Source: an optimization exercise on an open RTL-to-GDS flow (aim: small area). Production flows keep margins and buffers that such runs may drop.
The RTL was checked by simulation tests, not by an equivalence proof against the original design.
Power figures rest on the tool's default switching activity, not on a simulated workload.

**flow/config.mk**
```make
export PLATFORM = sky130hd
export DESIGN_NAME = wlan_interleaver_top
export DESIGN_NICKNAME = wlan_interleaver_top
export VERILOG_FILES = /design/flow/design.v
export SDC_FILE = /design/flow/constraint.sdc
export NUM_CORES = 4
export LEC_CHECK = 0
export ABC_AREA = 1
export CAP_MARGIN = 20
export CORE_MARGIN = 2
export CORE_UTILIZATION = 60
export CTS_BUF_LIST = sky130_fd_sc_hd__clkbuf_4
export CTS_CLUSTER_DIAMETER = 50
export CTS_CLUSTER_SIZE = 10
export SLEW_MARGIN = 20
```
**flow/constraint.sdc**
```tcl
create_clock -name core_clock -period 25.0 [get_ports {clk}]
set_input_delay 5.0000 -clock core_clock [delete_from_list [all_inputs] [get_ports {clk}]]
set_output_delay 5.0000 -clock core_clock [all_outputs]
set_load 0.01 [all_outputs]
```
**flow/design.v**
```verilog
module ktoi(Ncbps,k,i);
	input wire [6:0]Ncbps;  
	input wire [6:0]k;
	output reg [7:0]i;
	always@(*)
	begin
		if (Ncbps == 7'd48)
		begin
			i = (4'd3)*(k%(5'd16)) + (k >> 4);
		end
		else if (Ncbps == 7'd96)
		begin
			i = (4'd6)*(k%(5'd16)) + (k >> 4);
		end
		else  
			i = 8'b0;
	end
endmodule
module itok(Ncbps,i,k);
	input wire [6:0]Ncbps;  
	input wire [6:0]i;
	output reg [6:0]k;  
	always@(*)
	begin
		if (Ncbps == 7'd48)
		begin
			k = (i<<4) - 47*((i<<4)/48);
		end
		else if (Ncbps == 7'd96)
		begin
			k = (i<<4) - 95*((i<<4)/96);
		end
		else  
			k = 8'b0;
	end
endmodule
module interleaver(
    input wire clk,
    input wire [11:0] c,
    input wire in,
    output reg out
    );
	reg [7:0] s0_1;
	reg [7:0] s0_2;
	wire s0_o1 = s0_1[7];
	wire s0_o2 = s0_2[7];
	wire s0_i1 = c[0] ? in : s0_o1;
	wire s0_i2 = c[1] ? in : s0_o2;
	wire s0_y = c[0] ? s0_o1 : c[1] ? s0_o2 : in;
	always @(posedge clk) s0_1 <= {s0_1[6:0], s0_i1};
	always @(posedge clk) s0_2 <= {s0_2[6:0], s0_i2};
	reg [3:0] s1_1;
	reg [3:0] s1_2;
	wire s1_o1 = s1_1[3];
	wire s1_o2 = s1_2[3];
	wire s1_i1 = c[2] ? s0_y : s1_o1;
	wire s1_i2 = c[3] ? s0_y : s1_o2;
	wire s1_y = c[2] ? s1_o1 : c[3] ? s1_o2 : s0_y;
	always @(posedge clk) s1_1 <= {s1_1[2:0], s1_i1};
	always @(posedge clk) s1_2 <= {s1_2[2:0], s1_i2};
	reg [1:0] s2_1;
	reg [1:0] s2_2;
	wire s2_o1 = s2_1[1];
	wire s2_o2 = s2_2[1];
	wire s2_i1 = c[4] ? s1_y : s2_o1;
	wire s2_i2 = c[5] ? s1_y : s2_o2;
	wire s2_y = c[4] ? s2_o1 : c[5] ? s2_o2 : s1_y;
	always @(posedge clk) s2_1 <= {s2_1[0:0], s2_i1};
	always @(posedge clk) s2_2 <= {s2_2[0:0], s2_i2};
	reg [0:0] s3_1;
	reg [0:0] s3_2;
	wire s3_o1 = s3_1[0];
	wire s3_o2 = s3_2[0];
	wire s3_i1 = c[6] ? s2_y : s3_o1;
	wire s3_i2 = c[7] ? s2_y : s3_o2;
	wire s3_y = c[6] ? s3_o1 : c[7] ? s3_o2 : s2_y;
	always @(posedge clk) s3_1 <= s3_i1;
	always @(posedge clk) s3_2 <= s3_i2;
	reg [17:0] p4;
	always @(posedge clk) p4 <= {p4[16:0], s3_y};
	reg [23:0] s5_1;
	wire s5_o1 = s5_1[23];
	wire s5_i1 = c[8] ? s5_o1 : p4[17];
	wire s5_y = c[8] ? p4[17] : s5_o1;
	always @(posedge clk) s5_1 <= {s5_1[22:0], s5_i1};
	reg [11:0] s6_1;
	wire s6_o1 = s6_1[11];
	wire s6_i1 = c[9] ? s6_o1 : s5_y;
	wire s6_y = c[9] ? s5_y : s6_o1;
	always @(posedge clk) s6_1 <= {s6_1[10:0], s6_i1};
	reg [5:0] s7_1;
	wire s7_o1 = s7_1[5];
	wire s7_i1 = c[10] ? s7_o1 : s6_y;
	wire s7_y = c[10] ? s6_y : s7_o1;
	always @(posedge clk) s7_1 <= {s7_1[4:0], s7_i1};
	reg [2:0] s8_1;
	wire s8_o1 = s8_1[2];
	wire s8_i1 = c[11] ? s8_o1 : s7_y;
	wire s8_y = c[11] ? s7_y : s8_o1;
	always @(posedge clk) s8_1 <= {s8_1[1:0], s8_i1};
	reg [2:0] p9;
	always @(posedge clk) p9 <= {p9[1:0], s8_y};
	always @(posedge clk) out <= p9[2];
endmodule
module deinterleaver(
    input wire clk,
    input wire [11:0] c,
    input wire in,
    output reg out
    );
	reg [2:0] p0;
	always @(posedge clk) p0 <= {p0[1:0], in};
	reg [2:0] s1_1;
	wire s1_o1 = s1_1[2];
	wire s1_i1 = c[0] ? s1_o1 : p0[2];
	wire s1_y = c[0] ? p0[2] : s1_o1;
	always @(posedge clk) s1_1 <= {s1_1[1:0], s1_i1};
	reg [5:0] s2_1;
	wire s2_o1 = s2_1[5];
	wire s2_i1 = c[1] ? s2_o1 : s1_y;
	wire s2_y = c[1] ? s1_y : s2_o1;
	always @(posedge clk) s2_1 <= {s2_1[4:0], s2_i1};
	reg [11:0] s3_1;
	wire s3_o1 = s3_1[11];
	wire s3_i1 = c[2] ? s3_o1 : s2_y;
	wire s3_y = c[2] ? s2_y : s3_o1;
	always @(posedge clk) s3_1 <= {s3_1[10:0], s3_i1};
	reg [23:0] s4_1;
	wire s4_o1 = s4_1[23];
	wire s4_i1 = c[3] ? s4_o1 : s3_y;
	wire s4_y = c[3] ? s3_y : s4_o1;
	always @(posedge clk) s4_1 <= {s4_1[22:0], s4_i1};
	reg [5:0] p5;
	always @(posedge clk) p5 <= {p5[4:0], s4_y};
	reg [0:0] s6_1;
	reg [0:0] s6_2;
	wire s6_o1 = s6_1[0];
	wire s6_o2 = s6_2[0];
	wire s6_i1 = c[4] ? p5[5] : s6_o1;
	wire s6_i2 = c[5] ? p5[5] : s6_o2;
	wire s6_y = c[4] ? s6_o1 : c[5] ? s6_o2 : p5[5];
	always @(posedge clk) s6_1 <= s6_i1;
	always @(posedge clk) s6_2 <= s6_i2;
	reg [1:0] s7_1;
	reg [1:0] s7_2;
	wire s7_o1 = s7_1[1];
	wire s7_o2 = s7_2[1];
	wire s7_i1 = c[6] ? s6_y : s7_o1;
	wire s7_i2 = c[7] ? s6_y : s7_o2;
	wire s7_y = c[6] ? s7_o1 : c[7] ? s7_o2 : s6_y;
	always @(posedge clk) s7_1 <= {s7_1[0:0], s7_i1};
	always @(posedge clk) s7_2 <= {s7_2[0:0], s7_i2};
	reg [3:0] s8_1;
	reg [3:0] s8_2;
	wire s8_o1 = s8_1[3];
	wire s8_o2 = s8_2[3];
	wire s8_i1 = c[8] ? s7_y : s8_o1;
	wire s8_i2 = c[9] ? s7_y : s8_o2;
	wire s8_y = c[8] ? s8_o1 : c[9] ? s8_o2 : s7_y;
	always @(posedge clk) s8_1 <= {s8_1[2:0], s8_i1};
	always @(posedge clk) s8_2 <= {s8_2[2:0], s8_i2};
	reg [7:0] s9_1;
	reg [7:0] s9_2;
	wire s9_o1 = s9_1[7];
	wire s9_o2 = s9_2[7];
	wire s9_i1 = c[10] ? s8_y : s9_o1;
	wire s9_i2 = c[11] ? s8_y : s9_o2;
	wire s9_y = c[10] ? s9_o1 : c[11] ? s9_o2 : s8_y;
	always @(posedge clk) s9_1 <= {s9_1[6:0], s9_i1};
	always @(posedge clk) s9_2 <= {s9_2[6:0], s9_i2};
	reg [11:0] p10;
	always @(posedge clk) p10 <= {p10[10:0], s9_y};
	always @(posedge clk) out <= p10[11];
endmodule
module wlan_interleaver_top(
    input wire clk,
    input wire reset,
    input wire il_in,
    output wire il_out,
    input wire dil_in,
    output wire dil_out
    );
	reg [4:0] B;
	reg [1:0] e;
	always @(posedge clk or negedge reset)
	begin
		if (!reset)
		begin
			B <= 5'd0;
			e <= 2'd1;
		end
		else if (e == 2'd3)
		begin
			B <= B ^ {&B[3:0], &B[2:0], &B[1:0], B[0], 1'b1};
			e <= 2'd1;
		end
		else if (e == 2'd1)
			e <= 2'd2;
		else
			e <= 2'd3;
	end
	reg sig_dl, sig_il;
	always @(posedge clk or negedge reset)
	begin
		if (!reset)
		begin
			sig_dl <= 1'b1;
			sig_il <= 1'b1;
		end
		else
		begin
			if (B[4])
				sig_dl <= 1'b0;
			if (!sig_dl && B[0] && B[2] && B[3] && !B[4])
				sig_il <= 1'b0;
		end
	end
	wire il_a0 = ({e[1], e[0], B[3], B[2], B[1], B[0]} == 6'b000000) | ({e[1], e[0], B[3], B[2], B[1], B[0]} == 6'b100000) | ({e[1], e[0], B[3], B[2], B[1], B[0]} == 6'b010000) | ({e[1], e[0], B[3], B[2], B[1], B[0]} == 6'b110000) | ({e[1], e[0], B[3], B[2], B[1], B[0]} == 6'b001000) | ({e[1], e[0], B[3], B[2], B[1], B[0]} == 6'b101000) | ({e[1], e[0], B[3], B[2], B[1], B[0]} == 6'b011000) | ({e[1], e[0], B[3], B[2], B[1], B[0]} == 6'b111000) | ({e[1], e[0], B[3], B[2], B[1], B[0]} == 6'b000010) | ({e[1], e[0], B[3], B[2], B[1], B[0]} == 6'b100010) | ({e[1], e[0], B[3], B[2], B[1], B[0]} == 6'b010010) | ({e[1], e[0], B[3], B[2], B[1], B[0]} == 6'b001010) | ({e[1], e[0], B[3], B[2], B[1], B[0]} == 6'b101010) | ({e[1], e[0], B[3], B[2], B[1], B[0]} == 6'b011010) | ({e[1], e[0], B[3], B[2], B[1], B[0]} == 6'b000110) | ({e[1], e[0], B[3], B[2], B[1], B[0]} == 6'b100110) | ({e[1], e[0], B[3], B[2], B[1], B[0]} == 6'b010110) | ({e[1], e[0], B[3], B[2], B[1], B[0]} == 6'b110110) | ({e[1], e[0], B[3], B[2], B[1], B[0]} == 6'b000001) | ({e[1], e[0], B[3], B[2], B[1], B[0]} == 6'b100001) | ({e[1], e[0], B[3], B[2], B[1], B[0]} == 6'b010001) | ({e[1], e[0], B[3], B[2], B[1], B[0]} == 6'b110001) | ({e[1], e[0], B[3], B[2], B[1], B[0]} == 6'b001001) | ({e[1], e[0], B[3], B[2], B[1], B[0]} == 6'b101001) | ({e[1], e[0], B[3], B[2], B[1], B[0]} == 6'b011001) | ({e[1], e[0], B[3], B[2], B[1], B[0]} == 6'b111001) | ({e[1], e[0], B[3], B[2], B[1], B[0]} == 6'b100101) | ({e[1], e[0], B[3], B[2], B[1], B[0]} == 6'b110101) | ({e[1], e[0], B[3], B[2], B[1], B[0]} == 6'b000111) | ({e[1], e[0], B[3], B[2], B[1], B[0]} == 6'b100111) | ({e[1], e[0], B[3], B[2], B[1], B[0]} == 6'b010111) | ({e[1], e[0], B[3], B[2], B[1], B[0]} == 6'b110111);
	wire il_b0 = ({e[1], e[0], B[3], B[2], B[1], B[0]} == 6'b000100) | ({e[1], e[0], B[3], B[2], B[1], B[0]} == 6'b100100) | ({e[1], e[0], B[3], B[2], B[1], B[0]} == 6'b010100) | ({e[1], e[0], B[3], B[2], B[1], B[0]} == 6'b110100) | ({e[1], e[0], B[3], B[2], B[1], B[0]} == 6'b110010) | ({e[1], e[0], B[3], B[2], B[1], B[0]} == 6'b001110) | ({e[1], e[0], B[3], B[2], B[1], B[0]} == 6'b101110) | ({e[1], e[0], B[3], B[2], B[1], B[0]} == 6'b011110) | ({e[1], e[0], B[3], B[2], B[1], B[0]} == 6'b111110) | ({e[1], e[0], B[3], B[2], B[1], B[0]} == 6'b000101) | ({e[1], e[0], B[3], B[2], B[1], B[0]} == 6'b010101) | ({e[1], e[0], B[3], B[2], B[1], B[0]} == 6'b101101) | ({e[1], e[0], B[3], B[2], B[1], B[0]} == 6'b111101) | ({e[1], e[0], B[3], B[2], B[1], B[0]} == 6'b000011) | ({e[1], e[0], B[3], B[2], B[1], B[0]} == 6'b100011) | ({e[1], e[0], B[3], B[2], B[1], B[0]} == 6'b010011) | ({e[1], e[0], B[3], B[2], B[1], B[0]} == 6'b110011) | ({e[1], e[0], B[3], B[2], B[1], B[0]} == 6'b001111) | ({e[1], e[0], B[3], B[2], B[1], B[0]} == 6'b101111) | ({e[1], e[0], B[3], B[2], B[1], B[0]} == 6'b011111) | ({e[1], e[0], B[3], B[2], B[1], B[0]} == 6'b111111);
	wire il_a1 = ({e[1], e[0], B[2], B[1], B[0]} == 5'b00000) | ({e[1], e[0], B[2], B[1], B[0]} == 5'b10000) | ({e[1], e[0], B[2], B[1], B[0]} == 5'b01000) | ({e[1], e[0], B[2], B[1], B[0]} == 5'b11000) | ({e[1], e[0], B[2], B[1], B[0]} == 5'b00010) | ({e[1], e[0], B[2], B[1], B[0]} == 5'b10010) | ({e[1], e[0], B[2], B[1], B[0]} == 5'b01010) | ({e[1], e[0], B[2], B[1], B[0]} == 5'b00110) | ({e[1], e[0], B[2], B[1], B[0]} == 5'b10110) | ({e[1], e[0], B[2], B[1], B[0]} == 5'b01110) | ({e[1], e[0], B[2], B[1], B[0]} == 5'b00001) | ({e[1], e[0], B[2], B[1], B[0]} == 5'b10001) | ({e[1], e[0], B[2], B[1], B[0]} == 5'b01001) | ({e[1], e[0], B[2], B[1], B[0]} == 5'b11001) | ({e[1], e[0], B[2], B[1], B[0]} == 5'b10101) | ({e[1], e[0], B[2], B[1], B[0]} == 5'b11101);
	wire il_b1 = ({e[1], e[0], B[2], B[1], B[0]} == 5'b00100) | ({e[1], e[0], B[2], B[1], B[0]} == 5'b10100) | ({e[1], e[0], B[2], B[1], B[0]} == 5'b01100) | ({e[1], e[0], B[2], B[1], B[0]} == 5'b11100) | ({e[1], e[0], B[2], B[1], B[0]} == 5'b11110) | ({e[1], e[0], B[2], B[1], B[0]} == 5'b00101) | ({e[1], e[0], B[2], B[1], B[0]} == 5'b01101) | ({e[1], e[0], B[2], B[1], B[0]} == 5'b00111) | ({e[1], e[0], B[2], B[1], B[0]} == 5'b10111) | ({e[1], e[0], B[2], B[1], B[0]} == 5'b01111) | ({e[1], e[0], B[2], B[1], B[0]} == 5'b11111);
	wire il_a2 = ({e[1], e[0], B[1], B[0]} == 4'b0000) | ({e[1], e[0], B[1], B[0]} == 4'b1000) | ({e[1], e[0], B[1], B[0]} == 4'b0100) | ({e[1], e[0], B[1], B[0]} == 4'b0010) | ({e[1], e[0], B[1], B[0]} == 4'b1010) | ({e[1], e[0], B[1], B[0]} == 4'b0110) | ({e[1], e[0], B[1], B[0]} == 4'b1001) | ({e[1], e[0], B[1], B[0]} == 4'b1101);
	wire il_b2 = ({e[1], e[0], B[1], B[0]} == 4'b1100) | ({e[1], e[0], B[1], B[0]} == 4'b0001) | ({e[1], e[0], B[1], B[0]} == 4'b0101) | ({e[1], e[0], B[1], B[0]} == 4'b1011) | ({e[1], e[0], B[1], B[0]} == 4'b1111);
	wire il_a3 = ({e[1], e[0], B[0]} == 3'b000) | ({e[1], e[0], B[0]} == 3'b100) | ({e[1], e[0], B[0]} == 3'b010) | ({e[1], e[0], B[0]} == 3'b101);
	wire il_b3 = ({e[1], e[0], B[0]} == 3'b001) | ({e[1], e[0], B[0]} == 3'b011) | ({e[1], e[0], B[0]} == 3'b111);
	wire il_w5 = ({B[4], B[3]} == 2'b10);
	wire il_g5 = il_w5 & ~sig_il;
	wire il_w6 = ({B[3], B[2]} == 2'b00);
	wire il_g6 = il_w6 & ~sig_il;
	wire il_w7 = ({B[2], B[1]} == 2'b00);
	wire il_g7 = il_w7 & ~sig_il;
	wire il_w8 = ({B[1], B[0]} == 2'b00);
	wire il_g8 = il_w8 & ~sig_il;
	wire dl_w1 = ({B[1], B[0]} == 2'b11);
	wire dl_g1 = dl_w1 & ~sig_dl;
	wire dl_w2 = ({B[2], B[1]} == 2'b11);
	wire dl_g2 = dl_w2 & ~sig_dl;
	wire dl_w3 = ({B[3], B[2]} == 2'b11);
	wire dl_g3 = dl_w3 & ~sig_dl;
	wire dl_w4 = ({B[4], B[3]} == 2'b01);
	wire dl_g4 = dl_w4 & ~sig_dl;
	wire dl_a6 = ({e[1], e[0], B[0]} == 3'b000) | ({e[1], e[0], B[0]} == 3'b010) | ({e[1], e[0], B[0]} == 3'b110);
	wire dl_b6 = ({e[1], e[0], B[0]} == 3'b100) | ({e[1], e[0], B[0]} == 3'b101) | ({e[1], e[0], B[0]} == 3'b111);
	wire dl_a7 = ({e[1], e[0], B[1], B[0]} == 4'b0000) | ({e[1], e[0], B[1], B[0]} == 4'b1000) | ({e[1], e[0], B[1], B[0]} == 4'b0100) | ({e[1], e[0], B[1], B[0]} == 4'b1110) | ({e[1], e[0], B[1], B[0]} == 4'b0011) | ({e[1], e[0], B[1], B[0]} == 4'b0111);
	wire dl_b7 = ({e[1], e[0], B[1], B[0]} == 4'b0010) | ({e[1], e[0], B[1], B[0]} == 4'b1010) | ({e[1], e[0], B[1], B[0]} == 4'b0110) | ({e[1], e[0], B[1], B[0]} == 4'b1001) | ({e[1], e[0], B[1], B[0]} == 4'b1101) | ({e[1], e[0], B[1], B[0]} == 4'b1011) | ({e[1], e[0], B[1], B[0]} == 4'b1111);
	wire dl_a8 = ({e[1], e[0], B[2], B[1], B[0]} == 5'b00100) | ({e[1], e[0], B[2], B[1], B[0]} == 5'b10100) | ({e[1], e[0], B[2], B[1], B[0]} == 5'b01100) | ({e[1], e[0], B[2], B[1], B[0]} == 5'b11100) | ({e[1], e[0], B[2], B[1], B[0]} == 5'b11110) | ({e[1], e[0], B[2], B[1], B[0]} == 5'b00101) | ({e[1], e[0], B[2], B[1], B[0]} == 5'b01101) | ({e[1], e[0], B[2], B[1], B[0]} == 5'b00111) | ({e[1], e[0], B[2], B[1], B[0]} == 5'b10111) | ({e[1], e[0], B[2], B[1], B[0]} == 5'b01111) | ({e[1], e[0], B[2], B[1], B[0]} == 5'b11111);
	wire dl_b8 = ({e[1], e[0], B[2], B[1], B[0]} == 5'b00010) | ({e[1], e[0], B[2], B[1], B[0]} == 5'b10010) | ({e[1], e[0], B[2], B[1], B[0]} == 5'b01010) | ({e[1], e[0], B[2], B[1], B[0]} == 5'b11010) | ({e[1], e[0], B[2], B[1], B[0]} == 5'b00110) | ({e[1], e[0], B[2], B[1], B[0]} == 5'b10110) | ({e[1], e[0], B[2], B[1], B[0]} == 5'b01110) | ({e[1], e[0], B[2], B[1], B[0]} == 5'b10001) | ({e[1], e[0], B[2], B[1], B[0]} == 5'b11001) | ({e[1], e[0], B[2], B[1], B[0]} == 5'b10101) | ({e[1], e[0], B[2], B[1], B[0]} == 5'b11101) | ({e[1], e[0], B[2], B[1], B[0]} == 5'b00011) | ({e[1], e[0], B[2], B[1], B[0]} == 5'b10011) | ({e[1], e[0], B[2], B[1], B[0]} == 5'b01011) | ({e[1], e[0], B[2], B[1], B[0]} == 5'b11011);
	wire dl_a9 = ({e[1], e[0], B[3], B[2], B[1], B[0]} == 6'b001000) | ({e[1], e[0], B[3], B[2], B[1], B[0]} == 6'b101000) | ({e[1], e[0], B[3], B[2], B[1], B[0]} == 6'b011000) | ({e[1], e[0], B[3], B[2], B[1], B[0]} == 6'b111000) | ({e[1], e[0], B[3], B[2], B[1], B[0]} == 6'b001100) | ({e[1], e[0], B[3], B[2], B[1], B[0]} == 6'b101100) | ({e[1], e[0], B[3], B[2], B[1], B[0]} == 6'b011100) | ({e[1], e[0], B[3], B[2], B[1], B[0]} == 6'b111100) | ({e[1], e[0], B[3], B[2], B[1], B[0]} == 6'b110110) | ({e[1], e[0], B[3], B[2], B[1], B[0]} == 6'b001110) | ({e[1], e[0], B[3], B[2], B[1], B[0]} == 6'b101110) | ({e[1], e[0], B[3], B[2], B[1], B[0]} == 6'b011110) | ({e[1], e[0], B[3], B[2], B[1], B[0]} == 6'b001001) | ({e[1], e[0], B[3], B[2], B[1], B[0]} == 6'b011001) | ({e[1], e[0], B[3], B[2], B[1], B[0]} == 6'b001101) | ({e[1], e[0], B[3], B[2], B[1], B[0]} == 6'b101101) | ({e[1], e[0], B[3], B[2], B[1], B[0]} == 6'b011101) | ({e[1], e[0], B[3], B[2], B[1], B[0]} == 6'b111101) | ({e[1], e[0], B[3], B[2], B[1], B[0]} == 6'b000111) | ({e[1], e[0], B[3], B[2], B[1], B[0]} == 6'b100111) | ({e[1], e[0], B[3], B[2], B[1], B[0]} == 6'b010111) | ({e[1], e[0], B[3], B[2], B[1], B[0]} == 6'b110111);
	wire dl_b9 = ({e[1], e[0], B[3], B[2], B[1], B[0]} == 6'b000100) | ({e[1], e[0], B[3], B[2], B[1], B[0]} == 6'b100100) | ({e[1], e[0], B[3], B[2], B[1], B[0]} == 6'b010100) | ({e[1], e[0], B[3], B[2], B[1], B[0]} == 6'b110100) | ({e[1], e[0], B[3], B[2], B[1], B[0]} == 6'b000010) | ({e[1], e[0], B[3], B[2], B[1], B[0]} == 6'b100010) | ({e[1], e[0], B[3], B[2], B[1], B[0]} == 6'b010010) | ({e[1], e[0], B[3], B[2], B[1], B[0]} == 6'b110010) | ({e[1], e[0], B[3], B[2], B[1], B[0]} == 6'b001010) | ({e[1], e[0], B[3], B[2], B[1], B[0]} == 6'b101010) | ({e[1], e[0], B[3], B[2], B[1], B[0]} == 6'b011010) | ({e[1], e[0], B[3], B[2], B[1], B[0]} == 6'b111010) | ({e[1], e[0], B[3], B[2], B[1], B[0]} == 6'b000110) | ({e[1], e[0], B[3], B[2], B[1], B[0]} == 6'b100110) | ({e[1], e[0], B[3], B[2], B[1], B[0]} == 6'b010110) | ({e[1], e[0], B[3], B[2], B[1], B[0]} == 6'b100001) | ({e[1], e[0], B[3], B[2], B[1], B[0]} == 6'b110001) | ({e[1], e[0], B[3], B[2], B[1], B[0]} == 6'b101001) | ({e[1], e[0], B[3], B[2], B[1], B[0]} == 6'b111001) | ({e[1], e[0], B[3], B[2], B[1], B[0]} == 6'b000101) | ({e[1], e[0], B[3], B[2], B[1], B[0]} == 6'b100101) | ({e[1], e[0], B[3], B[2], B[1], B[0]} == 6'b010101) | ({e[1], e[0], B[3], B[2], B[1], B[0]} == 6'b110101) | ({e[1], e[0], B[3], B[2], B[1], B[0]} == 6'b000011) | ({e[1], e[0], B[3], B[2], B[1], B[0]} == 6'b100011) | ({e[1], e[0], B[3], B[2], B[1], B[0]} == 6'b010011) | ({e[1], e[0], B[3], B[2], B[1], B[0]} == 6'b110011) | ({e[1], e[0], B[3], B[2], B[1], B[0]} == 6'b001011) | ({e[1], e[0], B[3], B[2], B[1], B[0]} == 6'b101011) | ({e[1], e[0], B[3], B[2], B[1], B[0]} == 6'b011011) | ({e[1], e[0], B[3], B[2], B[1], B[0]} == 6'b111011);
	interleaver u_il (
		.clk(clk),
		.c({il_g8, il_g7, il_g6, il_g5, il_b3, il_a3, il_b2, il_a2, il_b1, il_a1, il_b0, il_a0}),
		.in(il_in),
		.out(il_out)
	);
	deinterleaver u_dil (
		.clk(clk),
		.c({dl_b9, dl_a9, dl_b8, dl_a8, dl_b7, dl_a7, dl_b6, dl_a6, dl_g4, dl_g3, dl_g2, dl_g1}),
		.in(dil_in),
		.out(dil_out)
	);
endmodule
```
**flow/flow/run.sh**
```bash
#!/bin/bash
# Own layout flow: the standard layout (standard.sh), run with a copy of
# the ORFS scripts in which only the ABC area script differs (pure area
# mapping, no buffering or gate upsizing for ABC's picosecond-read clock
# period); port buffers are the smallest buffer, and CTS uses clkbuf_4 and
# no dummy loads. Each step's full output goes to a log file here.
set -euo pipefail
W=$(pwd)
rm -rf "$W/own_scripts"
cp -r "$FLOW_HOME/scripts" "$W/own_scripts"
cp "$W/flow/abc_area.script" "$W/own_scripts/abc_area.script"
ARGS=(
  "SCRIPTS_DIR=$W/own_scripts"
  "BUFFER_PORTS_ARGS=-buffer_cell sky130_fd_sc_hd__buf_1"
  "CTS_ARGS=-sink_clustering_enable -repair_clock_nets -sink_clustering_size 13 -sink_clustering_max_diameter 40 -buf_list sky130_fd_sc_hd__clkbuf_4 -dont_use_dummy_load"
)
bash standard.sh "${ARGS[@]}" synth > "$W/log_synth.txt" 2>&1
bash standard.sh "${ARGS[@]}" finish > "$W/log_layout.txt" 2>&1
test -f "$W/out/final.def"
```
**flow/flow/abc_area.script**
```
strash
ifraig
scorr
dc2
strash
dch -f
amap
topo
```
**flow/standard.sh**
```bash
#!/bin/bash
# synth_recipe.tcl (not shown) runs the flow's synth.tcl, then flattens the netlist and writes it again
# the make line also repeats each setting of config.mk as NAME=value (left out here)
make -C /OpenROAD-flow-scripts/flow DESIGN_CONFIG=/design/flow/config.mk WORK_HOME=/design/flow/orfs CLKGATE_MAP_FILE= SYNTH_SCRIPT=/design/flow/synth_recipe.tcl "${@:-finish}"
```
==> impl_metrics.toml, run 1 <==
[sta]
setup-violations-final = 0
fmax_mhz = 161
rsz0062_at_grt = "no"
relSlewSlack_pct = 64.5
hold_viol_final = 0
layout_setup_ws_ps = 18800
setup_tns_ps = 0
min_period_over_period_pct = 24.8
finalClockSkew_ps = 85.3
period_needed_ps = 6200
worst_pin_slew_ps = 526
slew_violations = 0

[pwr]
power_density_nw_per_um2 = 87.2
p_int_uw = 369
worst_ir_drop_vdd_v = 0.0000565
comb_power_share_pct = 0.5
p_sw_uw = 89.2
clockPowerShare_pct = 26.9
p_leak_uw = 0.00212
p_sw_share_pct = 19.5
seqPwrFrac_pct = 72.6

[floorplanning]
start_util_pct = 61.2
io-pin-count = 6
dieArea_sq_um = 9000
rows = 33
die_width_microns = 94.9
die_height_microns = 94.9
coreArea_sq_um = 8090

[setup_path]
slowest_stage = "o32ai_1"
crit_top_cell = "nor2_1"
critical_path_buf_inv_count = 2
crit_family = "compound AO/OA/AOI/OAI gates"
path_cells = "buf_1 -> clkinv_1 -> nor2_1 -> a21oi_1 -> nor2_1 -> a21oi_1 -> nor2_1 -> o32ai_1 -> nand2_1 -> o211ai_1 -> o21ai_0 -> o22ai_1 -> o21ai_0"
ff2ff_path_depth = 15
max_stage_delay_ps = 350
crit_path_start_kind = "primary input"
path_class = "in2reg"
crit_path_end_kind = "register"
cp.arrival_ps = 6650
cp_num_cells = 13
crit_required_ps = 25450
cp_max_fo = 3

[global_routing]
grt_overflow = 0
antenna_found_initial = 0
grtUsageTotal_pct = 15.1
grt_max_degree = 14
grt_pass1_vias = 2209
grt_pass1_wl_microns = 10500

[route]
via_count = 2346
drt_drc_violations_left = 0
drtIter0Drc = 92
viasPerCell = 4.77
first_pass_iters = 4
wire_per_inst_microns = 12.6
wl_microns = 6220
antenna_left = 0

[synth]
syn_nets = 371
synth_seq_area_share_pct = 83.8
synth_seq_cells = 203
ys_warn_count = 3
synthCells = 362
syn_avg_cell_area_sq_um = 13.7
yosysTopAreaCellShare_pct = 76.8
synth_area_leader_cell = "dfxtp_1"
ys_types = 24
synth_area_sq_um = 4950
synth.top_cells.by_area = "dfxtp_1 (77%), dfrtp_1 (3.0%), nor2_1 (2.9%)"

[clock_network]
cts.sinks = 203
cts_root_buffer = "clkbuf_4"
cts_hold_buffers = 0
cts_tree = "done"
insertion_delay_ps = 580
path_clk_slew_ps = 120
clock_path_buffers = 3
cts_made_buffers = 20
ctsHtreeMaxLevel = 1
ctsResizeCount = 0
postCtsSetupRepairBufs = 0

[layout]
fin_util_pct = 64.9
antenna_cells = 0
area_delta_synth_final_pct = 6.06
mostFrequentLayoutCells = "dfxtp_1 (190), nor2_1 (38), clkinv_1 (28)"
fill_cells = 639
layout.nets = 398
layout_commonest_cell = "dfxtp_1"
drive_above_1_share_pct = 5.94

[place]
dpl.hpwl_microns = 3960
portBuffers = 5
dp_slack_ps = 18240
finalWeightedCongestion = 0.833

[hold_path]
hold_depth = 0
hold_class = "reg2reg"

[job]
cap_violations = 0

[status]
outcome = "no timing/DRC/antenna violations"
==> stage by stage <==
stage          cell area [sq um]  total power [uW]  hold slack (ps)  instances
2_1_floorplan               4950               341              310        362
3_3_place_gp                5100               342              310        472
3_5_place_dp                5100               342              312        472
4_1_cts                     5260               463              227        492
5_1_grt                     5260               477              218        492
6_report                    5260               458              238        492
==> cell usage after synthesis, drive strengths merged <==
library cell,n
o31a,1
o31ai,1
ha,5
nor2,38
a22o,2
nand2,14
dfrtp,6
nor3,4
a21oi,22
o21ai,15
o32ai,2
o221ai,1
or2,1
a22oi,1
dfxtp,190
a221oi,2
o211ai,1
dfstp,3
o32a,1
nor2b,2
clkinv,28
or3,4
edfxtp,4
o22ai,14
==> registers in the layout, summed over array words and instances, names as in the netlist, 4 cells and up <==
name,count
B,5
u_dil.p10,12
u_dil.p5,6
u_dil.s2_1,6
u_dil.s3_1,12
u_dil.s4_1,24
u_dil.s8_1,4
u_dil.s8_2,4
u_dil.s9_1,8
u_dil.s9_2,8
u_il.p4,18
u_il.s0_1,8
u_il.s0_2,8
u_il.s1_1,4
u_il.s1_2,4
u_il.s5_1,24
u_il.s6_1,12
u_il.s7_1,6
==> final timing paths <==
kind	start	end	slack (ps)
max	il_in	u_il.p4[0]	18800
min	u_dil.s7_2[0]	u_dil.s7_2[1]	240
max reg2reg	B[0]	u_il.p4[0]	21700
min reg2reg	u_dil.s7_2[0]	u_dil.s7_2[1]	240
max in group asynchronous	reset	e[0]	20230
min in group asynchronous	reset	B[2]	4420
==> area by class of cell <==
type	count	area, sq um	share of cell area (%)
sequential	203	4150	79.0
multi-input combinational	131	697	13.3
clock buffer	20	150	2.86
tap	105	131	2.50
inverter	28	105	2.00
timing repair buffer	5	18.8	0.357
==> cell families (layout without fill, tap and decap cells) <==
family,count (synthesis),after routing,synth area share (%)
AND/OR/NAND/NOR,63,63,5.23
buffers and inverters,28,53,2.12
adder cells (fa/ha/maj),5,5,1.26
flip-flops,203,203,83.8
AO/OA/AOI/OAI,63,63,7.58
==> layer usage <==
| metal | vias to the layer above | GRT usage [%] | wire, microns |
|---|---|---|---|
| met5 | - | 0 | 0 |
| met4 | 0 | 6.04 | 200 |
| met3 | 20 | 3.75 | 222 |
| met2 | 32 | 21.9 | 2500 |
| met1 | 1052 | 21.8 | 3300 |
| li1 | 1242 | - | - |
==> worst reg2reg max path, cell delays in order, from the launching register on <==
cell,delay [ps]
dfrtp_1,470
clkinv_1,270
ha_1,320
nor3_1,320
o32a_1,180
o21ai_0,170
a21oi_1,200
nor2_1,50
a21oi_1,210
nor2_1,70
o32ai_1,350
nand2_1,100
o211ai_1,90
o21ai_0,170
o22ai_1,200
o21ai_0,90
==> power by group through the flow <==
stage / Combinational [uW] / Clock (uW) / Sequential, uW
after floorplan: 1.50 / 0 / 339
after global placement: 2.14 / 0 / 340
after detailed placement: 2.24 / 0 / 340
after CTS: 2.25 / 128 / 333
after global routing: 2.59 / 141 / 333
final: 2.25 / 123 / 332
==> run 2: changes to the inputs <==
--- a/flow/flow/run.sh
+++ b/flow/flow/run.sh
@@ -13,5 +13,5 @@
   "SCRIPTS_DIR=$W/own_scripts"
   "BUFFER_PORTS_ARGS=-buffer_cell sky130_fd_sc_hd__buf_1"
-  "CTS_ARGS=-sink_clustering_enable -repair_clock_nets -sink_clustering_size 13 -sink_clustering_max_diameter 40 -buf_list sky130_fd_sc_hd__clkbuf_4 -dont_use_dummy_load"
+  "CTS_ARGS=-sink_clustering_enable -repair_clock_nets -sink_clustering_size 13 -sink_clustering_max_diameter 35 -buf_list sky130_fd_sc_hd__clkbuf_4 -dont_use_dummy_load"
 )
 bash standard.sh "${ARGS[@]}" synth > "$W/log_synth.txt" 2>&1
--- a/flow/config.mk
+++ b/flow/config.mk
@@ -9,5 +9,5 @@
 export CAP_MARGIN = 20
 export CORE_MARGIN = 2
-export CORE_UTILIZATION = 60
+export CORE_UTILIZATION = 65
 export CTS_BUF_LIST = sky130_fd_sc_hd__clkbuf_4
 export CTS_CLUSTER_DIAMETER = 50
==> impl_metrics.toml, run 2 <==
[sta]
period_needed_ps = 6280
setup-violations-final = 0
min_period_over_period_pct = 25.1
rsz0062_at_grt = "no"
worst_pin_slew_ps = 542
relSlewSlack_pct = 63.9
setup_tns_ps = 0
finalClockSkew_ps = 46.1
slew_violations = 0
layout_setup_ws_ps = 18720
hold_viol_final = 0
fmax_mhz = 159

[synth]
synth.most_common_cell = "dfxtp_1"
ys_warn_count = 3
synth_area_leader_cell = "dfxtp_1"
yosysTopAreaCellShare_pct = 76.8
synth_async_sr_flop_share_pct = 4.43
synth.top_cells.by_area = "dfxtp_1 (77%), dfrtp_1 (3.0%), nor2_1 (2.9%)"
yosys-top-cells-count = "dfxtp_1 (190), nor2_1 (38), clkinv_1 (28), a21oi_1 (22), o21ai_0 (15)"
ys_types = 24
synth_area_sq_um = 4950
syn_avg_cell_area_sq_um = 13.7
synth_seq_area_share_pct = 83.8
syn_nets = 371
synth_edf_count = 4
ys.flop_type = "dfxtp_1"
synth_seq_cells = 203
synthCells = 362

[setup_path]
slowest_stage = "o32ai_1"
crit_required_ps = 25380
crit_top_cell = "nor2_1"
max_stage_delay_ps = 360
crit_path_end_kind = "register"
crit_path_start_kind = "primary input"
cp_max_fo = 3
path_class = "in2reg"
cp.arrival_ps = 6660
path_cells = "buf_1 -> clkinv_1 -> nor2_1 -> a21oi_1 -> nor2_1 -> a21oi_1 -> nor2_1 -> o32ai_1 -> nand2_1 -> o211ai_1 -> o21ai_0 -> o22ai_1 -> o21ai_0"

[clock_network]
insertion_delay_ps = 540
cts_hold_buffers = 0
cts_made_buffers = 21
path_clk_slew_ps = 110
cts_root_buffer = "clkbuf_4"
ctsResizeCount = 0
postCtsSetupRepairBufs = 0
ctsHtreeMaxLevel = 1
cts.sinks = 203
clock_path_buffers = 3
cts_tree = "done"

[layout]
mostFrequentLayoutCells = "dfxtp_1 (190), nor2_1 (38), clkinv_1 (28)"
layout_commonest_cell = "dfxtp_1"
layout.nets = 399
fill_cells = 516
final_cells = 487
fin_area_sq_um = 5260
drive_above_1_share_pct = 6.19
area_delta_synth_final_pct = 6.06
antenna_cells = 0
top_regs = "u_dil.s4_1 x24, u_il.s5_1 x24, u_il.p4 x18"

[floorplanning]
io-pin-count = 6
rows = 31
die_width_microns = 91.3
start_util_pct = 67.6
die_height_microns = 91.3
dieArea_sq_um = 8340
coreArea_sq_um = 7330

[place]
portBuffers = 5
dp_slack_ps = 18280
finalWeightedCongestion = 0.895
dpl.hpwl_microns = 3810
dpl_cell_area_sq_um = 5100
dp.cells = 466

[status]
outcome = "no timing/DRC/antenna violations"

[route]
first_pass_iters = 4
antenna_left = 0
viasPerCell = 4.87
drt_drc_violations_left = 0
wire_per_inst_microns = 12.4
via_count = 2373
drtIter0Drc = 87
wl_microns = 6050

[pwr]
p_leak_uw = 0.00212
worst_ir_drop_vdd_v = 0.0000583
power_density_nw_per_um2 = 87.0
power.total_uw = 457

[global_routing]
grt_pass1_vias = 2403
grt_pass1_wl_microns = 10800
grtUsageTotal_pct = 16.0
grt_overflow = 0
grt_max_degree = 14
antenna_found_initial = 0

[job]
cap_violations = 0

[hold_path]
hold_class = "reg2reg"
-- run 2: report_power, final --
part	internal (uW)	switching, uW	total (uW)
sequential	331	1.69	332
clock	39.0	83.5	123
combinational	0.922	1.30	2.22
total	371	86.5	457
-- run 2: worst max-delay path, delay by kind of cell --
kind	cells	cell delay, ps
buffers and inverters	2	130
AO/OA/AOI/OAI	7	1250
AND/OR/NAND/NOR	4	270
-- run 2: worst paths after layout --
kind | startpoint | end | slack (ps) | cells after the start
setup / recovery | il_in | u_il.p4[0] | 18720 | 13
hold / removal | u_il.s6_1[1] | u_il.s6_1[2] | 290 | 0
setup reg to reg | B[0] | u_il.p4[0] | 21650 | 15
hold reg to reg | u_il.s6_1[1] | u_il.s6_1[2] | 290 | 0
max in group asynchronous | reset | e[0] | 20250 | 1
min in group asynchronous | reset | B[4] | 4360 | 1
-- run 2: cell families (layout without fill, tap and decap cells) --
kind of cell,after synthesis,in the layout,synth area share (%)
and+or+nand+nor,63,63,5.23
AOI/OAI and AO/OA,63,63,7.58
buffers and inverters,28,54,2.12
DFF,203,203,83.8
adders and majority gates,5,5,1.26
-- run 2: layout make-up --
type                       count  area (sq um)  area share, %
timing repair buffer           5          18.8          0.357
clock buffer                  21           158           3.00
tap                           99           124           2.36
sequential                   203          4150           79.0
inverter                      28           105           2.00
multi-input combinational    131           697           13.3
-- run 2: metal layers --
layer	part of all wire (%)	wire, microns	GRT usage [%]	vias up
met5	0	0	0	-
met4	0.96	58	4.80	0
met3	4.3	262	3.98	6
met2	42	2530	24.0	36
met1	53	3200	23.3	1088
li1	-	-	-	1243
-- run 2: metrics by stage --
stage,util [%],hold WS [ps]
after floorplan,-,310
after global placement,69.5,310
after detailed placement,69.5,312
after CTS,71.7,298
after global routing,71.7,308
final,71.7,292
==> run 3: changes to the inputs <==
--- a/flow/flow/run.sh
+++ b/flow/flow/run.sh
@@ -13,5 +13,5 @@
   "SCRIPTS_DIR=$W/own_scripts"
   "BUFFER_PORTS_ARGS=-buffer_cell sky130_fd_sc_hd__buf_1"
-  "CTS_ARGS=-sink_clustering_enable -repair_clock_nets -sink_clustering_size 13 -sink_clustering_max_diameter 35 -buf_list sky130_fd_sc_hd__clkbuf_4 -dont_use_dummy_load"
+  "CTS_ARGS=-sink_clustering_enable -repair_clock_nets -sink_clustering_size 12 -sink_clustering_max_diameter 30 -buf_list sky130_fd_sc_hd__clkbuf_4 -dont_use_dummy_load"
 )
 bash standard.sh "${ARGS[@]}" synth > "$W/log_synth.txt" 2>&1
--- a/flow/config.mk
+++ b/flow/config.mk
@@ -9,5 +9,5 @@
 export CAP_MARGIN = 20
 export CORE_MARGIN = 2
-export CORE_UTILIZATION = 65
+export CORE_UTILIZATION = 70
 export CTS_BUF_LIST = sky130_fd_sc_hd__clkbuf_4
 export CTS_CLUSTER_DIAMETER = 50
==> impl_metrics.toml, run 3 <==
[status]
outcome = "no timing/DRC/antenna violations"

[setup_path]
ff2ff_path_depth = 15
cp_max_fo = 3
slowest_stage = "o32ai_1"
crit_path_start_kind = "primary input"
crit_required_ps = 25470
r2r-start = "B[0]"
crit_top_cell = "nor2_1"
cp.arrival_ps = 6640
max_stage_delay_ps = 380
r2r_end = "u_il.p4[0]"
regToRegSetupSlack_ps = 21720
crit_end = "u_il.p4[0]"
crit_path_end_kind = "register"
critical_path_buf_inv_count = 2
path_cells = "buf_1 -> clkinv_1 -> nor2_1 -> a21oi_1 -> nor2_1 -> a21oi_1 -> nor2_1 -> o32ai_1 -> nand2_1 -> o211ai_1 -> o21ai_0 -> o22ai_1 -> o21ai_0"
crit_family = "compound AO/OA/AOI/OAI gates"
cp_num_cells = 13
cp-startpoint = "il_in"
path_class = "in2reg"

[clock_network]
cts_hold_buffers = 0
ctsResizeCount = 0
cts_made_buffers = 25
path_clk_slew_ps = 100
ctsHtreeMaxLevel = 1
postCtsSetupRepairBufs = 0
cts_root_buffer = "clkbuf_4"
cts.sinks = 203
insertion_delay_ps = 600
clock_path_buffers = 3
cts_tree = "done"

[synth]
ys_types = 24
syn_avg_cell_area_sq_um = 13.7
synth.top_cells.by_area = "dfxtp_1 (77%), dfrtp_1 (3.0%), nor2_1 (2.9%)"
yosysTopAreaCellShare_pct = 76.8
synth.most_common_cell = "dfxtp_1"
synth_edf_count = 4
ys_warn_count = 3
synth_seq_cells = 203
synthCells = 362
synth_area_leader_cell = "dfxtp_1"
synth_seq_area_share_pct = 83.8
ys.flop_type = "dfxtp_1"
synth_async_sr_flop_share_pct = 4.43
synth_area_sq_um = 4950
yosys-top-cells-count = "dfxtp_1 (190), nor2_1 (38), clkinv_1 (28), a21oi_1 (22), o21ai_0 (15)"
syn_nets = 371

[place]
portBuffers = 5
dpl.hpwl_microns = 4430
finalWeightedCongestion = 0.882

[pwr]
worst_ir_drop_vdd_v = 0.0000657
power.total_uw = 468
power_density_nw_per_um2 = 88.5
p_leak_uw = 0.00214

[sta]
period_needed_ps = 6170
worst_pin_slew_ps = 585
finalClockSkew_ps = 86.3
hold_viol_final = 0
slew_violations = 0
relSlewSlack_pct = 60.6
min_period_over_period_pct = 24.7
setup-violations-final = 0
rsz0062_at_grt = "no"
fmax_mhz = 162
setup_tns_ps = 0

[global_routing]
grt_max_degree = 14
grt_pass1_vias = 2426
grtUsageTotal_pct = 18.4
grt_pass1_wl_microns = 11000
grt_overflow = 0
antenna_found_initial = 0

[route]
drt_drc_violations_left = 0
wire_per_inst_microns = 14.0
antenna_left = 0
viasPerCell = 5.08
first_pass_iters = 6
drtIter0Drc = 86
via_count = 2478
wl_microns = 6840

[layout]
layout.nets = 403
mostFrequentLayoutCells = "dfxtp_1 (190), nor2_1 (38), clkinv_1 (28)"
top_regs = "u_dil.s4_1 x24, u_il.s5_1 x24, u_il.p4 x18"
area_delta_synth_final_pct = 6.59
layout_commonest_cell = "dfxtp_1"
fin_util_pct = 77.3
fill_cells = 440
drive_above_1_share_pct = 7.14
antenna_cells = 0

[floorplanning]
dieArea_sq_um = 7770
die_width_microns = 88.1
start_util_pct = 72.5
die_height_microns = 88.1
io-pin-count = 6
rows = 30
coreArea_sq_um = 6830

[hold_path]
hold_class = "reg2reg"
hold_depth = 0

[job]
cap_violations = 0
## run 3: cell counts after synthesis
No cell type changed its count.
## run 3: report_power, final
part / leakage [uW] / internal, uW / switching [uW]
registers: 0.00173 / 331 / 1.83
logic: 0.000299 / 0.923 / 1.36
clock network: 0.000115 / 46.0 / 86.9
## run 3: cells by family (layout without fill, tap and decap cells)
family                     count (synthesis)  in the layout  share of synthesized area (%)
AOI/OAI and AO/OA                         63             63                           7.58
buffers and inverters                     28             58                           2.12
DFF                                      203            203                           83.8
adders and majority gates                  5              5                           1.26
and+or+nand+nor                           63             63                           5.23
## run 3: per-layer routing
metal | vias to the layer above | global-route usage (%) | share of wire (%)
met2 | 48 | 29.1 | 46
met4 | 0 | 7.71 | 2.2
met5 | - | 0 | 0
met1 | 1162 | 24.5 | 48
met3 | 16 | 4.71 | 3.9
li1 | 1252 | - | -
## run 3: worst register-to-register path, cell delays in order (launching register included)
cell,delay [ps]
dfrtp_1,470
clkinv_1,280
ha_1,310
nor3_1,320
o32a_1,190
o21ai_0,150
a21oi_1,180
nor2_1,50
a21oi_1,210
nor2_1,80
o32ai_1,380
nand2_1,90
o211ai_1,90
o21ai_0,150
o22ai_1,180
o21ai_0,90
## run 3: how the worst min path moves through the flow
stage                              from            end  slack (ps)
after global placement     u_il.s2_2[0]   u_il.s2_2[1]         310
after CTS                    u_il.p4[1]     u_il.p4[2]         260
after floorplan           u_dil.p10[11]      u_dil.out         310
after global routing      u_dil.s3_1[3]  u_dil.s3_1[4]         250
after detailed placement  u_dil.s8_1[2]  u_dil.s8_1[3]         310
final                        u_il.p4[1]     u_il.p4[2]         250
## run 3: cell type report
type	instances	area [sq um]	share of cell area [%]
sequential	203	4150	78.6
tap	96	120	2.27
timing repair buffer	5	18.8	0.355
clock buffer	25	188	3.55
inverter	28	105	1.99
multi-input combinational	131	697	13.2
## run 3: through the flow
stage	worst slack (ps)	area, sq um	hold WS (ps)	std cells
5_1_grt	18680	5280	250	488
4_1_cts	18900	5280	255	488
3_3_place_gp	18340	5090	310	463
3_5_place_dp	18260	5090	312	463
2_1_floorplan	18580	4950	310	362
6_report	18830	5280	247	488
==> run 4: changes to the inputs <==
--- a/flow/flow/run.sh
+++ b/flow/flow/run.sh
@@ -13,5 +13,5 @@
   "SCRIPTS_DIR=$W/own_scripts"
   "BUFFER_PORTS_ARGS=-buffer_cell sky130_fd_sc_hd__buf_1"
-  "CTS_ARGS=-sink_clustering_enable -repair_clock_nets -sink_clustering_size 12 -sink_clustering_max_diameter 30 -buf_list sky130_fd_sc_hd__clkbuf_4 -dont_use_dummy_load"
+  "CTS_ARGS=-sink_clustering_enable -repair_clock_nets -sink_clustering_size 12 -sink_clustering_max_diameter 40 -buf_list sky130_fd_sc_hd__clkbuf_4 -dont_use_dummy_load -root_buf sky130_fd_sc_hd__clkbuf_8 -tree_buf sky130_fd_sc_hd__clkbuf_8"
 )
 bash standard.sh "${ARGS[@]}" synth > "$W/log_synth.txt" 2>&1
--- a/flow/config.mk
+++ b/flow/config.mk
@@ -9,5 +9,5 @@
 export CAP_MARGIN = 20
 export CORE_MARGIN = 2
-export CORE_UTILIZATION = 70
+export CORE_UTILIZATION = 60
 export CTS_BUF_LIST = sky130_fd_sc_hd__clkbuf_4
 export CTS_CLUSTER_DIAMETER = 50
==> impl_metrics.toml, run 4 <==
[place]
portBuffers = 5
dpl.hpwl_microns = 3960
finalWeightedCongestion = 0.833

[floorplanning]
rows = 33
coreArea_sq_um = 8090
die_height_microns = 94.9
dieArea_sq_um = 9000
io-pin-count = 6
die_width_microns = 94.9
start_util_pct = 61.2

[sta]
fmax_mhz = 159
slew_violations = 0
relSlewSlack_pct = 63.5
hold_viol_final = 0
min_period_over_period_pct = 25.2
setup-violations-final = 0
finalClockSkew_ps = 35.1
setup_tns_ps = 0
rsz0062_at_grt = "no"
period_needed_ps = 6290
worst_pin_slew_ps = 547
whs_ps = 302

[synth]
synth_async_sr_flop_share_pct = 4.43
synth_seq_cells = 203
synth_area_leader_cell = "dfxtp_1"
ys_warn_count = 3
synth_area_sq_um = 4950
ys_types = 24
syn_avg_cell_area_sq_um = 13.7
yosysTopAreaCellShare_pct = 76.8
synthCells = 362
synth.top_cells.by_area = "dfxtp_1 (77%), dfrtp_1 (3.0%), nor2_1 (2.9%)"
ys.flop_type = "dfxtp_1"
synth_edf_count = 4
synth_seq_area_share_pct = 83.8
yosys-top-cells-count = "dfxtp_1 (190), nor2_1 (38), clkinv_1 (28), a21oi_1 (22), o21ai_0 (15)"
synth.most_common_cell = "dfxtp_1"
syn_nets = 371

[route]
via_count = 2353
antenna_left = 0
wire_per_inst_microns = 12.8
drt_drc_violations_left = 0
viasPerCell = 4.77
first_pass_iters = 4
drtIter0Drc = 74
wl_microns = 6330

[setup_path]
crit_required_ps = 25350
r2r_end = "u_il.p4[0]"
r2r-start = "B[0]"
cp_max_fo = 3
ff2ff_path_depth = 15
cp.arrival_ps = 6650
crit_path_start_kind = "primary input"
regToRegSetupSlack_ps = 21630
path_class = "in2reg"
crit_path_end_kind = "register"

[global_routing]
grtUsageTotal_pct = 15.3
gr-usage-met2_pct = 22.2
top_usage_layer = "met2"
grt_max_degree = 13
gr-usage-met1_pct = 21.8
grt_pass1_wl_microns = 10700
antenna_found_initial = 0
grt_overflow = 0
use_met3_pct = 4.23
grt_pass1_vias = 2251

[clock_network]
cts_made_buffers = 21
cts_tree = "done"
ctsHtreeMaxLevel = 1
cts_root_buffer = "clkbuf_8"
ctsResizeCount = 0
cts_hold_buffers = 0
insertion_delay_ps = 480
cts.sinks = 203
postCtsSetupRepairBufs = 0
path_clk_slew_ps = 110
clock_path_buffers = 3

[hold_path]
min_from = "u_dil.p5[0]"
hold-path-endpoint = "u_dil.p5[1]"
hold_class = "reg2reg"
hold_depth = 0

[layout]
fill_cells = 638
layout_commonest_cell = "dfxtp_1"
mostFrequentLayoutCells = "dfxtp_1 (190), nor2_1 (38), clkinv_1 (28)"
top_regs = "u_dil.s4_1 x24, u_il.s5_1 x24, u_il.p4 x18"
antenna_cells = 0
layout.nets = 399
fin_util_pct = 65.3
area_delta_synth_final_pct = 6.59
drive_above_1_share_pct = 6.19

[pwr]
p_leak_uw = 0.00213
power_density_nw_per_um2 = 88.4
worst_ir_drop_vdd_v = 0.0000562

[job]
cap_violations = 0

[status]
outcome = "no timing/DRC/antenna violations"
-- run 4: how the worst max path moves through the flow --
stage	slack [ps]	from	depth (start not counted)	endpoint
finish	18710	il_in	13	u_il.p4[0]
floorplan	18580	il_in	12	u_il.p4[0]
global route	18550	il_in	13	u_il.p4[0]
global placement	18320	il_in	13	u_il.p4[0]
CTS	18740	il_in	13	u_il.p4[0]
detailed placement	18240	il_in	13	u_il.p4[0]
-- run 4: critical path, stage by stage --
cell and delay [ps]:
buf_1 80, clkinv_1 70, nor2_1 50, a21oi_1 130, nor2_1 50, a21oi_1 210
nor2_1 70, o32ai_1 350, nand2_1 100, o211ai_1 90, o21ai_0 170, o22ai_1 200
o21ai_0 90
-- run 4: layer usage --
metal | share of wire, % | vias to the layer above
met3 | 4.2 | 13
met2 | 41 | 45
met5 | 0 | -
li1 | - | 1237
met1 | 52 | 1058
met4 | 2.6 | 0
-- run 4: per-stage QoR --
| stage | instances | setup WS, ps | power (uW) | cell area, sq um |
|---|---|---|---|---|
| after floorplan | 362 | 18580 | 341 | 4950 |
| after global placement | 472 | 18320 | 342 | 5100 |
| after detailed placement | 472 | 18240 | 342 | 5100 |
| after CTS | 493 | 18740 | 474 | 5280 |
| after global routing | 493 | 18550 | 487 | 5280 |
| final | 493 | 18710 | 467 | 5280 |
-- run 4: cell families (layout without fill, tap and decap cells) --
family	Yosys count	after routing	synth area share (%)
compound gates	63	63	7.58
buf+inv	28	54	2.12
simple gates	63	63	5.23
flops	203	203	83.8
fa+ha+maj	5	5	1.26
-- run 4: power breakdown --
group	total, uW	switching (uW)	internal (uW)	leakage (uW)
clock network	132	87.7	44.5	0.000104
logic	2.24	1.31	0.922	0.000299
registers	332	1.68	331	0.00173
-- run 4: final cells by class --
cell class | instances | area (sq um) | share of cell area (%)
clock buffer | 21 | 176 | 3.34
inverter | 28 | 105 | 1.99
multi-input combinational | 131 | 697 | 13.2
sequential | 203 | 4150 | 78.6
tap | 105 | 131 | 2.49
timing repair buffer | 5 | 18.8 | 0.355
==> run 5: changes to the inputs <==
--- a/flow/flow/run.sh
+++ b/flow/flow/run.sh
@@ -13,5 +13,5 @@
   "SCRIPTS_DIR=$W/own_scripts"
   "BUFFER_PORTS_ARGS=-buffer_cell sky130_fd_sc_hd__buf_1"
-  "CTS_ARGS=-sink_clustering_enable -repair_clock_nets -sink_clustering_size 12 -sink_clustering_max_diameter 40 -buf_list sky130_fd_sc_hd__clkbuf_4 -dont_use_dummy_load -root_buf sky130_fd_sc_hd__clkbuf_8 -tree_buf sky130_fd_sc_hd__clkbuf_8"
+  "CTS_ARGS=-sink_clustering_enable -repair_clock_nets -sink_clustering_size 12 -sink_clustering_max_diameter 40 -buf_list sky130_fd_sc_hd__clkbuf_4 -dont_use_dummy_load -distance_between_buffers 200"
 )
 bash standard.sh "${ARGS[@]}" synth > "$W/log_synth.txt" 2>&1
==> impl_metrics.toml, run 5 <==
[clock_network]
ctsResizeCount = 0
ctsHtreeMaxLevel = 1
clock_path_buffers = 3
path_clk_slew_ps = 110
cts_made_buffers = 21
insertion_delay_ps = 560
cts_root_buffer = "clkbuf_4"
cts_tree = "done"
cts.sinks = 203
cts_hold_buffers = 0
postCtsSetupRepairBufs = 0

[synth]
syn_avg_cell_area_sq_um = 13.7
yosysTopAreaCellShare_pct = 76.8
ys_warn_count = 3
syn_nets = 371
ys_types = 24
synth.top_cells.by_area = "dfxtp_1 (77%), dfrtp_1 (3.0%), nor2_1 (2.9%)"
synth_seq_area_share_pct = 83.8
synth_edf_count = 4
synth_area_sq_um = 4950
synth_seq_cells = 203
synth.most_common_cell = "dfxtp_1"
synth_area_leader_cell = "dfxtp_1"
synthCells = 362
synth_async_sr_flop_share_pct = 4.43
ys.flop_type = "dfxtp_1"
yosys-top-cells-count = "dfxtp_1 (190), nor2_1 (38), clkinv_1 (28), a21oi_1 (22), o21ai_0 (15)"

[pwr]
power_density_nw_per_um2 = 87.5
worst_ir_drop_vdd_v = 0.0000561
p_leak_uw = 0.00212

[layout]
mostFrequentLayoutCells = "dfxtp_1 (190), nor2_1 (38), clkinv_1 (28)"
top_regs = "u_dil.s4_1 x24, u_il.s5_1 x24, u_il.p4 x18"
drive_above_1_share_pct = 6.19
layout_commonest_cell = "dfxtp_1"
area_delta_synth_final_pct = 6.21
fill_cells = 637
final_cells = 493
layout.nets = 399
antenna_cells = 0

[sta]
hold_viol_final = 0
fmax_mhz = 161
period_needed_ps = 6210
slew_violations = 0
rsz0062_at_grt = "no"
relSlewSlack_pct = 63.3
finalClockSkew_ps = 36.5
min_period_over_period_pct = 24.9
setup_tns_ps = 0
worst_pin_slew_ps = 550
setup-violations-final = 0

[setup_path]
cp_max_fo = 3
crit_path_start_kind = "primary input"
crit_required_ps = 25430
crit_path_end_kind = "register"
path_class = "in2reg"
cp.arrival_ps = 6640

[route]
wire_per_inst_microns = 12.8
via_count = 2371
wl_microns = 6290
drtIter0Drc = 59
first_pass_iters = 4
drt_drc_violations_left = 0
antenna_left = 0
viasPerCell = 4.81

[place]
portBuffers = 5
dp.cells = 472
dpl.hpwl_microns = 3960
finalWeightedCongestion = 0.833

[global_routing]
antenna_found_initial = 0
grt_pass1_wl_microns = 10600
grt_max_degree = 13
grt_pass1_vias = 2253
grtUsageTotal_pct = 15.2
grt_overflow = 0

[floorplanning]
dieArea_sq_um = 9000
io-pin-count = 6
coreArea_sq_um = 8090
start_util_pct = 61.2
die_width_microns = 94.9
rows = 33
die_height_microns = 94.9

[job]
cap_violations = 0

[status]
outcome = "no timing/DRC/antenna violations"

[hold_path]
hold_class = "reg2reg"
## run 5: final timing paths
kind                       slack (ps)     startpoint       endpoint  cells after the start
max                             18790          il_in     u_il.p4[0]                     13
min                               300  u_dil.s7_2[0]  u_dil.s7_2[1]                      0
max reg2reg                     21640           B[0]     u_il.p4[0]                     15
min reg2reg                       300  u_dil.s7_2[0]  u_dil.s7_2[1]                      0
max in group asynchronous       20270          reset           e[0]                      1
min in group asynchronous        4370          reset           B[2]                      1
## run 5: through the flow
stage / hold slack [ps] / setup WS (ps) / total power, uW / utilization [%] / area, sq um
after floorplan: 310 / 18580 / 341 / - / 4950
after detailed placement: 312 / 18240 / 342 / 63.1 / 5100
after CTS: 289 / 18840 / 468 / 65.0 / 5260
after global routing: 282 / 18640 / 481 / 65.0 / 5260
final: 299 / 18790 / 461 / 65.0 / 5260
after global placement: 310 / 18320 / 342 / 63.1 / 5100
## run 5: critical path: stages
cell      delay [ps]
buf_1             80
clkinv_1          70
nor2_1            50
a21oi_1          130
nor2_1            50
a21oi_1          210
nor2_1            70
o32ai_1          350
nand2_1          100
o211ai_1          90
o21ai_0          160
o22ai_1          200
o21ai_0           90
## run 5: logic make-up (layout without fill, tap and decap cells)
logic type / after synthesis / after routing / synth area share (%)
DFF: 203 / 203 / 83.8
AOI/OAI and AO/OA: 63 / 63 / 7.58
and+or+nand+nor: 63 / 63 / 5.23
buffers and inverters: 28 / 54 / 2.12
adders and majority gates: 5 / 5 / 1.26
## run 5: routing by layer
| layer | wire length [microns] | global-route usage (%) | vias up |
|---|---|---|---|
| met5 | 0 | 0 | - |
| met2 | 2530 | 22.0 | 45 |
| met3 | 226 | 3.99 | 15 |
| li1 | - | - | 1240 |
| met1 | 3320 | 21.8 | 1071 |
| met4 | 216 | 6.28 | 0 |
## run 5: cell type report
cell class,instances,area (sq um),share of cell area [%]
Timing Repair Buffer,5,18.8,0.357
Sequential cell,203,4150,78.9
Inverter,28,105,2.00
Multi-Input combinational cell,131,697,13.2
Tap cell,105,131,2.50
Clock buffer,21,158,3.00
## run 5: report_power, final
group	internal (uW)	switching, uW
Combinational	0.922	1.30
Clock	39.0	87.0
Sequential	331	1.68
Total	371	90.0
==> run 6: changes to the inputs <==
--- a/flow/flow/run.sh
+++ b/flow/flow/run.sh
@@ -13,5 +13,5 @@
   "SCRIPTS_DIR=$W/own_scripts"
   "BUFFER_PORTS_ARGS=-buffer_cell sky130_fd_sc_hd__buf_1"
-  "CTS_ARGS=-sink_clustering_enable -repair_clock_nets -sink_clustering_size 12 -sink_clustering_max_diameter 40 -buf_list sky130_fd_sc_hd__clkbuf_4 -dont_use_dummy_load -distance_between_buffers 200"
+  "CTS_ARGS=-sink_clustering_enable -repair_clock_nets -sink_clustering_size 12 -sink_clustering_max_diameter 40 -buf_list sky130_fd_sc_hd__clkbuf_4 -dont_use_dummy_load -sink_clustering_levels 1"
 )
 bash standard.sh "${ARGS[@]}" synth > "$W/log_synth.txt" 2>&1
==> impl_metrics.toml, run 6 <==
[sta]
setup_tns_ps = 0
period_needed_ps = 6210
layout_setup_ws_ps = 18790
relSlewSlack_pct = 63.3
slew_violations = 0
hold_viol_final = 0
fmax_mhz = 161
worst_pin_slew_ps = 550
finalClockSkew_ps = 36.5
rsz0062_at_grt = "no"
min_period_over_period_pct = 24.9
setup-violations-final = 0

[synth]
synth_area_leader_cell = "dfxtp_1"
synth_async_sr_flop_share_pct = 4.43
ys_types = 24
yosys-top-cells-count = "dfxtp_1 (190), nor2_1 (38), clkinv_1 (28), a21oi_1 (22), o21ai_0 (15)"
synth_area_sq_um = 4950
ys.flop_type = "dfxtp_1"
synth_edf_count = 4
syn_avg_cell_area_sq_um = 13.7
yosysTopAreaCellShare_pct = 76.8
syn_nets = 371
synth_seq_area_share_pct = 83.8
synthCells = 362
synth.most_common_cell = "dfxtp_1"
synth.top_cells.by_area = "dfxtp_1 (77%), dfrtp_1 (3.0%), nor2_1 (2.9%)"
synth_seq_cells = 203
ys_warn_count = 3

[job]
cap_violations = 0

[clock_network]
ctsHtreeMaxLevel = 1
insertion_delay_ps = 560
cts_hold_buffers = 0
cts_tree = "done"
cts.sinks = 203
postCtsSetupRepairBufs = 0
ctsResizeCount = 0
path_clk_slew_ps = 110
cts_root_buffer = "clkbuf_4"
cts_made_buffers = 21
clock_path_buffers = 3

[global_routing]
grtUsageTotal_pct = 15.2
grt_pass1_wl_microns = 10600
grt_pass1_vias = 2253
grt_overflow = 0
antenna_found_initial = 0
grt_max_degree = 13

[hold_path]
hold_class = "reg2reg"

[layout]
layout_commonest_cell = "dfxtp_1"
fill_cells = 637
area_delta_synth_final_pct = 6.21
fin_util_pct = 65.0
drive_above_1_share_pct = 6.19
mostFrequentLayoutCells = "dfxtp_1 (190), nor2_1 (38), clkinv_1 (28)"
ff_latch_area_sq_um = 4150
layout.nets = 399
antenna_cells = 0
multiInputGateArea_sq_um = 697
top_regs = "u_dil.s4_1 x24, u_il.s5_1 x24, u_il.p4 x18"

[setup_path]
path_class = "in2reg"
crit_top_cell = "nor2_1"
slowest_stage = "o32ai_1"
path_cells = "buf_1 -> clkinv_1 -> nor2_1 -> a21oi_1 -> nor2_1 -> a21oi_1 -> nor2_1 -> o32ai_1 -> nand2_1 -> o211ai_1 -> o21ai_0 -> o22ai_1 -> o21ai_0"
crit_end = "u_il.p4[0]"
crit_required_ps = 25430
cp-startpoint = "il_in"
r2r-start = "B[0]"
max_stage_delay_ps = 350
r2r_end = "u_il.p4[0]"
crit_path_end_kind = "register"
cp.arrival_ps = 6640
ff2ff_path_depth = 15
cp_max_fo = 3
regToRegSetupSlack_ps = 21640
crit_path_start_kind = "primary input"

[pwr]
power_density_nw_per_um2 = 87.5
worst_ir_drop_vdd_v = 0.0000561
p_leak_uw = 0.00212
power.total_uw = 461

[route]
via_count = 2371
drtIter0Drc = 59
first_pass_iters = 4
antenna_left = 0
viasPerCell = 4.81
drt_drc_violations_left = 0
wire_per_inst_microns = 12.8
wl_microns = 6290

[place]
finalWeightedCongestion = 0.833
dpl.hpwl_microns = 3960
portBuffers = 5
dp_slack_ps = 18240

[floorplanning]
start_util_pct = 61.2
coreArea_sq_um = 8090
rows = 33
die_height_microns = 94.9
die_width_microns = 94.9
dieArea_sq_um = 9000
io-pin-count = 6

[status]
outcome = "no timing/DRC/antenna violations"
==> run 6: cell counts after synthesis <==
Identical to the previous run, type by type.
==> run 6: worst min path at each step <==
stage	from	end	depth (start not counted)
after floorplan	u_dil.p10[11]	u_dil.out	0
after global placement	u_dil.s9_1[0]	u_dil.s9_1[1]	0
after detailed placement	u_dil.s1_1[1]	u_dil.s1_1[2]	0
after CTS	u_dil.s7_2[0]	u_dil.s7_2[1]	0
after global routing	u_dil.s7_2[0]	u_dil.s7_2[1]	0
final	u_dil.s7_2[0]	u_dil.s7_2[1]	0
==> run 6: per-layer routing <==
layer  routed length, microns  vias up  part of all wire, %  GRT usage (%)
li1                         -     1240                    -              -
met1                     3320     1071                   53           21.8
met2                     2530       45                   40           22.0
met3                      226       15                  3.6           3.99
met4                      216        0                  3.4           6.28
met5                        0        -                    0              0
==> run 6: layout make-up <==
cell class,instances,area share (%)
tap,105,2.50
inverter,28,2.00
sequential,203,78.9
clock buffer,21,3.00
timing repair buffer,5,0.357
multi-input combinational,131,13.2
==> run 6: cell families (layout without fill, tap and decap cells) <==
logic type,after synthesis,count (layout),share of synthesized area [%]
adder cells (fa/ha/maj),5,5,1.26
buffers and inverters,28,54,2.12
AO/OA/AOI/OAI,63,63,7.58
AND/OR/NAND/NOR,63,63,5.23
flip-flops,203,203,83.8
==> run 6: power by group <==
| group | internal, uW | switching, uW |
|---|---|---|
| combinational | 0.922 | 1.30 |
| clock | 39.0 | 87.0 |
| sequential | 331 | 1.68 |
| total | 371 | 90.0 |
==> run 6: worst max-delay path: cells and delay by family <==
family,cells,cell delay (ps)
buf+inv,2,150
compound gates,7,1230
simple gates,4,270
==> run 6: per-stage QoR <==
stage	hold WS, ps	cells	instance area, sq um
after floorplan	310	362	4950
after global placement	310	472	5100
after detailed placement	312	472	5100
after CTS	289	493	5260
after global routing	282	493	5260
final	299	493	5260

re-timing with driven ports:
The flow's constraints put no driver on any port. The routed layouts listed below were extracted and timed again, unchanged, in two steps. Step 1 assumes that a clkbuf_16 drives the clock port and a buf_2 every other input. Step 2, shift: input delay + t, output delay - t, t = (earliest + latest rising clock arrival at the registers) / 2. This alone moves slack from input paths to output paths. Three values: ideal ports, drivers, drivers and shift; two values: the first two.
run | shift t [ns] | setup WS [ns] | worst data-port slew with drivers (ns)
run 1 | 0.566 | 18.799 / 18.810 / 18.244 | 0.03
run 2 | 0.550 | 18.717 / 18.726 / 18.175 | 0.03
run 3 | 0.574 | 18.834 / 18.842 / 18.268 | 0.03
run 4 | 0.498 | 18.708 / 18.721 / 18.223 | 0.03
run 5 | 0.575 | 18.785 / 18.798 / 18.223 | 0.03
run 6 | 0.575 | 18.785 / 18.798 / 18.223 | 0.03
After both steps setup and hold are still met in every run listed. The setup slack of run 3, which loses most, moves by +0.008 ns with the drivers and by -0.566 ns with both steps.
